This is an optimization exercise on Yosys and OpenROAD, whose aim is small area and a short achievable clock period, not a production implementation.
The RTL was checked by simulation tests, not by an equivalence proof against the original design.
The clock port is modelled as an ideal driver; clocking choices that lean on that would not hold on a real chip.
Power and IR drop assume default switching activity.

==> flow/design.v <==
module PE_int8(input wire [15:0] acc, input wire [7:0] x, input wire [7:0] y, output wire [15:0] s);
    wire n0 = x[0] & y[0];
    wire n1 = x[0] & y[1];
    wire n2 = x[0] & y[2];
    wire n3 = x[0] & y[3];
    wire n4 = x[0] & y[4];
    wire n5 = x[0] & y[5];
    wire n6 = x[0] & y[6];
    wire n7 = ~(x[0] & y[7]);
    wire n8 = x[1] & y[0];
    wire n9 = x[1] & y[1];
    wire n10 = x[1] & y[2];
    wire n11 = x[1] & y[3];
    wire n12 = x[1] & y[4];
    wire n13 = x[1] & y[5];
    wire n14 = x[1] & y[6];
    wire n15 = ~(x[1] & y[7]);
    wire n16 = x[2] & y[0];
    wire n17 = x[2] & y[1];
    wire n18 = x[2] & y[2];
    wire n19 = x[2] & y[3];
    wire n20 = x[2] & y[4];
    wire n21 = x[2] & y[5];
    wire n22 = x[2] & y[6];
    wire n23 = ~(x[2] & y[7]);
    wire n24 = x[3] & y[0];
    wire n25 = x[3] & y[1];
    wire n26 = x[3] & y[2];
    wire n27 = x[3] & y[3];
    wire n28 = x[3] & y[4];
    wire n29 = x[3] & y[5];
    wire n30 = x[3] & y[6];
    wire n31 = ~(x[3] & y[7]);
    wire n32 = x[4] & y[0];
    wire n33 = x[4] & y[1];
    wire n34 = x[4] & y[2];
    wire n35 = x[4] & y[3];
    wire n36 = x[4] & y[4];
    wire n37 = x[4] & y[5];
    wire n38 = x[4] & y[6];
    wire n39 = ~(x[4] & y[7]);
    wire n40 = x[5] & y[0];
    wire n41 = x[5] & y[1];
    wire n42 = x[5] & y[2];
    wire n43 = x[5] & y[3];
    wire n44 = x[5] & y[4];
    wire n45 = x[5] & y[5];
    wire n46 = x[5] & y[6];
    wire n47 = ~(x[5] & y[7]);
    wire n48 = x[6] & y[0];
    wire n49 = x[6] & y[1];
    wire n50 = x[6] & y[2];
    wire n51 = x[6] & y[3];
    wire n52 = x[6] & y[4];
    wire n53 = x[6] & y[5];
    wire n54 = x[6] & y[6];
    wire n55 = ~(x[6] & y[7]);
    wire n56 = ~(x[7] & y[0]);
    wire n57 = ~(x[7] & y[1]);
    wire n58 = ~(x[7] & y[2]);
    wire n59 = ~(x[7] & y[3]);
    wire n60 = ~(x[7] & y[4]);
    wire n61 = ~(x[7] & y[5]);
    wire n62 = ~(x[7] & y[6]);
    wire n63 = x[7] & y[7];
    wire n64 = ~acc[8];
    wire n65, n66;
    HA un65 (.a(acc[5]), .b(n12), .s(n65), .co(n66));
    wire n67, n68;
    FA un67 (.a(acc[6]), .b(n13), .c(n20), .s(n67), .co(n68));
    wire n69, n70;
    HA un69 (.a(n27), .b(n34), .s(n69), .co(n70));
    wire n71, n72;
    FA un71 (.a(acc[7]), .b(n14), .c(n21), .s(n71), .co(n72));
    wire n73, n74;
    FA un73 (.a(n28), .b(n35), .c(n42), .s(n73), .co(n74));
    wire n75, n76;
    HA un75 (.a(n49), .b(n56), .s(n75), .co(n76));
    wire n77, n78;
    FA un77 (.a(n64), .b(n15), .c(n22), .s(n77), .co(n78));
    wire n79, n80;
    FA un79 (.a(n29), .b(n36), .c(n43), .s(n79), .co(n80));
    wire n81, n82;
    HA un81 (.a(n50), .b(n57), .s(n81), .co(n82));
    wire n83, n84;
    FA un83 (.a(acc[8]), .b(acc[9]), .c(n23), .s(n83), .co(n84));
    wire n85, n86;
    FA un85 (.a(n30), .b(n37), .c(n44), .s(n85), .co(n86));
    wire n87, n88;
    HA un87 (.a(n51), .b(n58), .s(n87), .co(n88));
    wire n89, n90;
    FA un89 (.a(acc[10]), .b(n31), .c(n38), .s(n89), .co(n90));
    wire n91, n92;
    HA un91 (.a(n45), .b(n52), .s(n91), .co(n92));
    wire n93, n94;
    HA un93 (.a(acc[11]), .b(n39), .s(n93), .co(n94));
    wire n95, n96;
    HA un95 (.a(acc[3]), .b(n10), .s(n95), .co(n96));
    wire n97, n98;
    FA un97 (.a(acc[4]), .b(n11), .c(n18), .s(n97), .co(n98));
    wire n99, n100;
    HA un99 (.a(n25), .b(n32), .s(n99), .co(n100));
    wire n101, n102;
    FA un101 (.a(n19), .b(n26), .c(n33), .s(n101), .co(n102));
    wire n103, n104;
    FA un103 (.a(n40), .b(n5), .c(n65), .s(n103), .co(n104));
    wire n105, n106;
    FA un105 (.a(n41), .b(n48), .c(n6), .s(n105), .co(n106));
    wire n107, n108;
    FA un107 (.a(n66), .b(n69), .c(n67), .s(n107), .co(n108));
    wire n109, n110;
    FA un109 (.a(n7), .b(n70), .c(n75), .s(n109), .co(n110));
    wire n111, n112;
    FA un111 (.a(n68), .b(n71), .c(n73), .s(n111), .co(n112));
    wire n113, n114;
    FA un113 (.a(n76), .b(n81), .c(n72), .s(n113), .co(n114));
    wire n115, n116;
    FA un115 (.a(n74), .b(n77), .c(n79), .s(n115), .co(n116));
    wire n117, n118;
    FA un117 (.a(n82), .b(n87), .c(n78), .s(n117), .co(n118));
    wire n119, n120;
    FA un119 (.a(n80), .b(n83), .c(n85), .s(n119), .co(n120));
    wire n121, n122;
    FA un121 (.a(n59), .b(n88), .c(n91), .s(n121), .co(n122));
    wire n123, n124;
    FA un123 (.a(n84), .b(n86), .c(n89), .s(n123), .co(n124));
    wire n125, n126;
    FA un125 (.a(n46), .b(n53), .c(n60), .s(n125), .co(n126));
    wire n127, n128;
    FA un127 (.a(n92), .b(n93), .c(n90), .s(n127), .co(n128));
    wire n129, n130;
    FA un129 (.a(acc[12]), .b(n47), .c(n54), .s(n129), .co(n130));
    wire n131, n132;
    HA un131 (.a(n61), .b(n94), .s(n131), .co(n132));
    wire n133, n134;
    HA un133 (.a(acc[13]), .b(n55), .s(n133), .co(n134));
    wire n135, n136;
    HA un135 (.a(acc[2]), .b(n16), .s(n135), .co(n136));
    wire n137, n138;
    FA un137 (.a(n17), .b(n24), .c(n3), .s(n137), .co(n138));
    wire n139, n140;
    FA un139 (.a(n4), .b(n96), .c(n99), .s(n139), .co(n140));
    wire n141, n142;
    FA un141 (.a(n100), .b(n98), .c(n101), .s(n141), .co(n142));
    wire n143, n144;
    FA un143 (.a(n102), .b(n105), .c(n104), .s(n143), .co(n144));
    wire n145, n146;
    FA un145 (.a(n106), .b(n109), .c(n108), .s(n145), .co(n146));
    wire n147, n148;
    FA un147 (.a(n110), .b(n112), .c(n113), .s(n147), .co(n148));
    wire n149, n150;
    FA un149 (.a(n114), .b(n116), .c(n117), .s(n149), .co(n150));
    wire n151, n152;
    FA un151 (.a(n121), .b(n118), .c(n120), .s(n151), .co(n152));
    wire n153, n154;
    FA un153 (.a(n125), .b(n122), .c(n124), .s(n153), .co(n154));
    wire n155, n156;
    FA un155 (.a(n126), .b(n129), .c(n131), .s(n155), .co(n156));
    wire n157, n158;
    FA un157 (.a(n62), .b(n133), .c(n130), .s(n157), .co(n158));
    wire n159, n160;
    HA un159 (.a(acc[14]), .b(n63), .s(n159), .co(n160));
    wire n161, n162;
    HA un161 (.a(acc[1]), .b(n1), .s(n161), .co(n162));
    wire n163, n164;
    FA un163 (.a(n2), .b(n9), .c(n135), .s(n163), .co(n164));
    wire n165, n166;
    FA un165 (.a(n136), .b(n95), .c(n137), .s(n165), .co(n166));
    wire n167, n168;
    FA un167 (.a(n138), .b(n97), .c(n139), .s(n167), .co(n168));
    wire n169, n170;
    FA un169 (.a(n140), .b(n103), .c(n141), .s(n169), .co(n170));
    wire n171, n172;
    FA un171 (.a(n142), .b(n107), .c(n143), .s(n171), .co(n172));
    wire n173, n174;
    FA un173 (.a(n111), .b(n144), .c(n145), .s(n173), .co(n174));
    wire n175, n176;
    FA un175 (.a(n115), .b(n146), .c(n147), .s(n175), .co(n176));
    wire n177, n178;
    FA un177 (.a(n119), .b(n148), .c(n149), .s(n177), .co(n178));
    wire n179, n180;
    FA un179 (.a(n123), .b(n150), .c(n151), .s(n179), .co(n180));
    wire n181, n182;
    FA un181 (.a(n127), .b(n152), .c(n153), .s(n181), .co(n182));
    wire n183, n184;
    FA un183 (.a(n128), .b(n155), .c(n154), .s(n183), .co(n184));
    wire n185, n186;
    FA un185 (.a(n132), .b(n157), .c(n156), .s(n185), .co(n186));
    wire n187, n188;
    FA un187 (.a(n134), .b(n159), .c(n158), .s(n187), .co(n188));
    wire n189 = 1'b1 ^ acc[15] ^ n160;
    wire [15:0] ra = {n188, n186, n184, n182, n180, n178, n176, n174, n172, n170, n168, n166, n164, n162, n161, acc[0]};
    wire [15:0] rb = {n189, n187, n185, n183, n181, n179, n177, n175, n173, n171, n169, n167, n165, n163, n8, n0};
    assign s = ra + rb;
endmodule
module FA(input wire a, input wire b, input wire c, output wire s, output wire co);
    assign s = a ^ b ^ c;
    assign co = (a & b) | (a & c) | (b & c);
endmodule
module HA(input wire a, input wire b, output wire s, output wire co);
    assign s = a ^ b;
    assign co = a & b;
endmodule
module systolic_4x4(    input  wire clk,
                        input  wire rst,
                        input  wire [31: 0] x_flat,    
                        input  wire [31: 0] y_flat,    
                        output wire [255:0] out_flat,  
                        output wire done
        );
    reg  [7:0]  xo  [15:0];
    reg  [7:0]  yo  [15:0];
    reg  [15:0] acc [15:0];
    reg  [15:0] out [15:0];
    wire [15:0] sum [15:0];
    wire [15:0] res [15:0];      
    wire [15:0] clr;
    reg  [3:0]  counter;
    reg         done_r;
    reg  [4:1]  warm;            
    assign done = done_r;
    genvar gi, gj;
    generate
        for (gi = 0; gi < 4; gi = gi + 1) begin : g_row
            for (gj = 0; gj < 4; gj = gj + 1) begin : g_col
                localparam integer N   = 4*gi + gj;
                localparam integer LAG = (gi == 0 || gj == 0);
                localparam integer K   = (gi > gj) ? gi : gj;
                localparam integer M   = LAG ? K + 1 : K;
                if (LAG) begin : g_lag
                    PE_int8 pe (.acc(acc[N]), .x(xo[N]), .y(yo[N]), .s(sum[N]));
                    assign res[N] = sum[N];
                end else begin : g_nolag
                    PE_int8 pe (.acc(acc[N]), .x(xo[N-1]), .y(yo[N-4]), .s(sum[N]));
                    assign res[N] = acc[N];
                end
                assign clr[N] = rst | ~warm[M];
                assign out_flat[16*N +: 16] = out[N];
            end
        end
    endgenerate
    integer i, j;
    always @(posedge clk) begin
        for (i = 0; i < 4; i = i + 1)
            for (j = 0; j < 4; j = j + 1) begin
                if (j < 3 || i == 0) xo[4*i+j] <= (j == 0) ? x_flat[8*i +: 8] : xo[4*i+j-1];
                if (i < 3 || j == 0) yo[4*i+j] <= (i == 0) ? y_flat[8*j +: 8] : yo[4*i+j-4];
            end
        for (i = 0; i < 16; i = i + 1)
            acc[i] <= clr[i] ? 16'd0 : sum[i];
        warm <= rst ? 4'd0 : {warm[3:1], 1'b1};
        if (rst) begin
            for (i = 0; i < 16; i = i + 1) out[i] <= 16'd0;
            done_r  <= 1'b0;
            counter <= 4'd0;
        end else if (counter == 4'd10) begin
            for (i = 0; i < 16; i = i + 1) out[i] <= res[i];
            done_r  <= 1'b1;
            counter <= 4'd0;
        end else begin
            done_r  <= 1'b0;
            counter <= counter + 1'b1;
        end
    end
endmodule
Settings: LEC_CHECK=0, CAP_MARGIN=20, CORE_MARGIN=2, CORE_UTILIZATION=40, SLEW_MARGIN=20, SYNTH_HIERARCHICAL=1, SYNTH_MINIMUM_KEEP_SIZE=0; clock period 5.5 ns.
run.sh (not shown) runs the stock make flow with config.mk's settings and CLKGATE_MAP_FILE= SYNTH_SCRIPT=/design/flow/synth_recipe.tcl, a recipe that flattens the netlist after the stock synthesis.
Rerun with:
--- a/flow/design.v
+++ b/flow/design.v
@@ -212,50 +212,38 @@
     reg  [7:0]  yo  [15:0];
     reg  [15:0] acc [15:0];
     reg  [15:0] out [15:0];
     wire [15:0] sum [15:0];
-    wire [15:0] res [15:0];      
-    wire [15:0] clr;
     reg  [3:0]  counter;
     reg         done_r;
-    reg  [4:1]  warm;            
     assign done = done_r;
-    genvar gi, gj;
+    genvar g;
     generate
-        for (gi = 0; gi < 4; gi = gi + 1) begin : g_row
-            for (gj = 0; gj < 4; gj = gj + 1) begin : g_col
-                localparam integer N   = 4*gi + gj;
-                localparam integer LAG = (gi == 0 || gj == 0);
-                localparam integer K   = (gi > gj) ? gi : gj;
-                localparam integer M   = LAG ? K + 1 : K;
-                if (LAG) begin : g_lag
-                    PE_int8 pe (.acc(acc[N]), .x(xo[N]), .y(yo[N]), .s(sum[N]));
-                    assign res[N] = sum[N];
-                end else begin : g_nolag
-                    PE_int8 pe (.acc(acc[N]), .x(xo[N-1]), .y(yo[N-4]), .s(sum[N]));
-                    assign res[N] = acc[N];
-                end
-                assign clr[N] = rst | ~warm[M];
-                assign out_flat[16*N +: 16] = out[N];
-            end
+        for (g = 0; g < 16; g = g + 1) begin : g_pe
+            PE_int8 pe (.acc(acc[g]), .x(xo[g]), .y(yo[g]), .s(sum[g]));
+            assign out_flat[16*g +: 16] = out[g];
         end
     endgenerate
     integer i, j;
     always @(posedge clk) begin
         for (i = 0; i < 4; i = i + 1)
             for (j = 0; j < 4; j = j + 1) begin
-                if (j < 3 || i == 0) xo[4*i+j] <= (j == 0) ? x_flat[8*i +: 8] : xo[4*i+j-1];
-                if (i < 3 || j == 0) yo[4*i+j] <= (i == 0) ? y_flat[8*j +: 8] : yo[4*i+j-4];
+                if (rst) begin
+                    xo[4*i+j]  <= 8'd0;
+                    yo[4*i+j]  <= 8'd0;
+                    acc[4*i+j] <= 16'd0;
+                end else begin
+                    xo[4*i+j]  <= (j == 0) ? x_flat[8*i +: 8] : xo[4*i+j-1];
+                    yo[4*i+j]  <= (i == 0) ? y_flat[8*j +: 8] : yo[4*i+j-4];
+                    acc[4*i+j] <= sum[4*i+j];
+                end
             end
-        for (i = 0; i < 16; i = i + 1)
-            acc[i] <= clr[i] ? 16'd0 : sum[i];
-        warm <= rst ? 4'd0 : {warm[3:1], 1'b1};
         if (rst) begin
             for (i = 0; i < 16; i = i + 1) out[i] <= 16'd0;
             done_r  <= 1'b0;
             counter <= 4'd0;
         end else if (counter == 4'd10) begin
-            for (i = 0; i < 16; i = i + 1) out[i] <= res[i];
+            for (i = 0; i < 16; i = i + 1) out[i] <= sum[i];
             done_r  <= 1'b1;
             counter <= 4'd0;
         end else begin
             done_r  <= 1'b0;
Effect:
- register-to-register slack is better by 0.19 ns
- cell area goes up by 4.8%
- hold slack stays flat
- final cell count rose by 5.5%
- die area is higher by 4.9%
- sequential power goes up by 4.6%
- sequential cell count rises by 44
- setup slack is better by 0.19 ns
- core utilization falls by 0.30 points
- combinational power falls by 29%
- clock-buffer cell count rose by 7

systolic_4x4, a different RTL version from the one above (not shown whole).
For scale: roughly 320 I/O pins, roughly 52000 µm² of cells after synthesis.
export LEC_CHECK = 0
export CAP_MARGIN = 20
export CORE_MARGIN = 2
export CORE_UTILIZATION = 65
export CTS_BUF_LIST = sky130_fd_sc_hd__clkbuf_8 sky130_fd_sc_hd__clkbuf_16
export CTS_CLUSTER_DIAMETER = 80
export CTS_CLUSTER_SIZE = 24
export PLACE_DENSITY = 0.75
export SETUP_SLACK_MARGIN = 1.5
export SLEW_MARGIN = 20
export SYNTH_HIERARCHICAL = 1
export SYNTH_MINIMUM_KEEP_SIZE = 0
export TNS_END_PERCENT = 20
create_clock -name core_clock -period 5.5 [get_ports {clk}]
standard.sh (not shown) runs the stock make flow with config.mk's settings and CLKGATE_MAP_FILE= SYNTH_SCRIPT=/design/flow/synth_recipe.tcl, a recipe that flattens the netlist after the stock synthesis.
==> flow/flow/run.sh <==
#!/bin/bash
# Layout flow:
#  1. the standard synthesis;
#  2. every combinational cell that synthesis mapped at a drive strength
#     above 1 is set to drive strength 1 (timing repair later sizes up what
#     needs it);
#  3. the standard floorplan, placement and clock tree, with the port
#     buffers made of sky130_fd_sc_hd__buf_1 cells;
#  4. the accumulator and out registers get their clock through a short
#     chain of clock cells per leaf clock net (skew for the MAC paths,
#     flow/skew.tcl);
#  5. the standard routing and finishing (timing repair aiming at
#     2.4 ns of setup slack).
set -euo pipefail
bash standard.sh synth > synth.log 2>&1
openroad -no_init -exit flow/downsize.tcl > downsize.log 2>&1
export BUFFER_PORTS_ARGS="-buffer_cell sky130_fd_sc_hd__buf_1"
bash standard.sh cts > layout_cts.log 2>&1
openroad -no_init -exit flow/skew.tcl > skew.log 2>&1
bash standard.sh SETUP_SLACK_MARGIN=2.4 > layout.log 2>&1
Other scripts of this flow, unchanged in this note and not shown: flow/flow/downsize.tcl, flow/flow/skew.tcl
Rerun with:
--- a/flow/design.v
+++ b/flow/design.v
@@ -269,46 +269,40 @@
     GC000 un193 (.i0(n175), .i1(n176), .i2(n184), .o(n193));
     wire n194;
     GC110 un194 (.i0(n177), .i1(n178), .i2(n184), .o(n194));
     wire n195;
     GC000 un195 (.i0(n185), .i1(n186), .i2(n184), .o(n195));
     wire n196;
     GC000 un196 (.i0(n187), .i1(n188), .i2(n184), .o(n196));
     wire n197;
     GC000 un197 (.i0(n189), .i1(n190), .i2(n184), .o(n197));
     assign s[0] = n125;
-    XOR2S us1 (.a(n127), .b(n126), .y(s[1]));
-    XNOR2S us2 (.a(n129), .b(n156), .y(s[2]));
-    XNOR2S us3 (.a(n131), .b(n169), .y(s[3]));
-    XOR2S us4 (.a(n133), .b(n170), .y(s[4]));
-    XNOR2S us5 (.a(n135), .b(n181), .y(s[5]));
-    XNOR2S us6 (.a(n137), .b(n182), .y(s[6]));
-    XNOR2S us7 (.a(n139), .b(n183), .y(s[7]));
-    XNOR2S us8 (.a(n141), .b(n184), .y(s[8]));
-    XNOR2S us9 (.a(n143), .b(n191), .y(s[9]));
-    XOR2S us10 (.a(n145), .b(n192), .y(s[10]));
-    XOR2S us11 (.a(n147), .b(n193), .y(s[11]));
-    XNOR2S us12 (.a(n149), .b(n194), .y(s[12]));
-    XOR2S us13 (.a(n151), .b(n195), .y(s[13]));
-    XOR2S us14 (.a(n153), .b(n196), .y(s[14]));
-    XNOR2S us15 (.a(n155), .b(n197), .y(s[15]));
+    assign s[1] = n127 ^ n126;
+    assign s[2] = n129 ^ ~n156;
+    assign s[3] = n131 ^ ~n169;
+    assign s[4] = n133 ^ n170;
+    assign s[5] = n135 ^ ~n181;
+    assign s[6] = n137 ^ ~n182;
+    assign s[7] = n139 ^ ~n183;
+    assign s[8] = n141 ^ ~n184;
+    assign s[9] = n143 ^ ~n191;
+    assign s[10] = n145 ^ n192;
+    assign s[11] = n147 ^ n193;
+    assign s[12] = n149 ^ ~n194;
+    assign s[13] = n151 ^ n195;
+    assign s[14] = n153 ^ n196;
+    assign s[15] = n155 ^ ~n197;
 endmodule
 module FA(input wire a, input wire b, input wire c, output wire s, output wire co);
     assign s = a ^ b ^ c;
     assign co = (a & b) | (a & c) | (b & c);
 endmodule
-module XOR2S(input wire a, input wire b, output wire y);
-    assign y = a ^ b;
-endmodule
-module XNOR2S(input wire a, input wire b, output wire y);
-    assign y = ~(a ^ b);
-endmodule
 module HA(input wire a, input wire b, output wire s, output wire co);
     assign s = a ^ b;
     assign co = a & b;
 endmodule
 module BSEL(input wire one, input wire two, input wire neg, input wire xa, input wire xb, output wire pp);
     wire sn;
     BSELA ua (.one(one), .two(two), .xa(xa), .xb(xb), .sn(sn));
     BXNOR ux (.a(sn), .b(neg), .y(pp));
 endmodule
 module BSELA(input wire one, input wire two, input wire xa, input wire xb, output wire sn);
@@ -321,25 +315,20 @@
     assign pp = (one & xa) ^ neg;
 endmodule
 module BSEL8N(input wire one, input wire two, input wire neg, input wire xa, output wire pp);
     assign pp = ~(((one | two) & xa) ^ neg);
 endmodule
 module BENC(input wire b2, input wire b1, input wire b0, output wire one, output wire two, output wire neg);
     assign one = b1 ^ b0;
     assign two = (b2 & ~b1 & ~b0) | (~b2 & b1 & b0);
     assign neg = b2;
 endmodule
-module BENC0(input wire b2, input wire b1, output wire one, output wire two, output wire neg);
-    assign one = b1;
-    assign two = b2 & ~b1;
-    assign neg = b2;
-endmodule
 module GC000(input wire i0, input wire i1, input wire i2, output wire o);
     assign o = (~i0 | (~i1 & ~i2));
 endmodule
 module GC001(input wire i0, input wire i1, input wire i2, output wire o);
     assign o = ~(~i0 | (~i1 & i2));
 endmodule
 module GC110(input wire i0, input wire i1, input wire i2, output wire o);
     assign o = ~(i0 | (i1 & ~i2));
 endmodule
 module GC111(input wire i0, input wire i1, input wire i2, output wire o);
@@ -375,22 +364,22 @@
     reg         done_r;
     reg  [4:1]  warm;            
     reg  [15:0] keep;            
     assign done = done_r;
     wire snap = (counter == 4'd10);
     wire ld   = snap & ~rst;     
     wire kp   = ~snap & ~rst;    
     genvar gi, gj, gb;
     generate
         for (gj = 0; gj < 4; gj = gj + 1) begin : g_enc
-            BENC0 e0 (.b2(y_flat[8*gj+1]), .b1(y_flat[8*gj+0]),
-                      .one(ytop[gj][0]), .two(ytop[gj][1]), .neg(ytop[gj][2]));
+            BENC e0 (.b2(y_flat[8*gj+1]), .b1(y_flat[8*gj+0]), .b0(1'b0),
+                     .one(ytop[gj][0]), .two(ytop[gj][1]), .neg(ytop[gj][2]));
             BENC e1 (.b2(y_flat[8*gj+3]), .b1(y_flat[8*gj+2]), .b0(y_flat[8*gj+1]),
                      .one(ytop[gj][3]), .two(ytop[gj][4]), .neg(ytop[gj][5]));
             BENC e2 (.b2(y_flat[8*gj+5]), .b1(y_flat[8*gj+4]), .b0(y_flat[8*gj+3]),
                      .one(ytop[gj][6]), .two(ytop[gj][7]), .neg(ytop[gj][8]));
             BENC e3 (.b2(y_flat[8*gj+7]), .b1(y_flat[8*gj+6]), .b0(y_flat[8*gj+5]),
                      .one(ytop[gj][9]), .two(ytop[gj][10]), .neg(ytop[gj][11]));
         end
         for (gi = 0; gi < 4; gi = gi + 1) begin : g_row
             for (gj = 0; gj < 4; gj = gj + 1) begin : g_col
                 localparam integer N = 4*gi + gj;
Outcome: Via count came out higher by 2.2%; non-clock buffer count went up by 62; power rose by 13%; combinational power went up by 23%; die area hardly moves.

[afterwards: timing with drivers on the ports]
Ports are ideal in the flow. The routed layouts listed here were re-timed in OpenROAD. Step 1, drivers: a clkbuf_16 drives clk and a buf_2 each remaining input, both assumed. Step 2, shift: input delay + t, output delay - t, t = (earliest + latest rising clock arrival at the registers) / 2. This alone moves slack from input paths to output paths. a / b / c = ideal / step 1 / step 2; a / b = the first two.
run	t, ns	slack for setup (ns)	worst hold slack (ns)	latest minus earliest clock arrival (ns)	worst register clock-pin slew, ns
the first run of note 1	0.780	0.703 / 0.703 / 0.703	0.451 / 0.451 / 0.451	0.040 / 0.040	0.07 / 0.07
the second run of note 1	0.798	0.889 / 0.889 / 0.889	0.452 / 0.452 / 0.452	0.026 / 0.027	0.07 / 0.07
the first run of note 2	1.075	2.380 / 2.305 / 2.398	0.140 / 0.140 / 0.140	0.864 / 0.865	0.09 / 0.09
the second run of note 2	1.093	2.355 / 2.284 / 2.018	0.164 / 0.164 / 0.164	0.884 / 0.883	0.09 / 0.09
Clock arrivals are far apart in the first run of note 2 and the second run of note 2, so t is only a midpoint there and step 2 fits no single register. The setup slack of the second run of note 2, which loses most, moves by -0.071 ns with the drivers and by -0.337 ns with both steps.
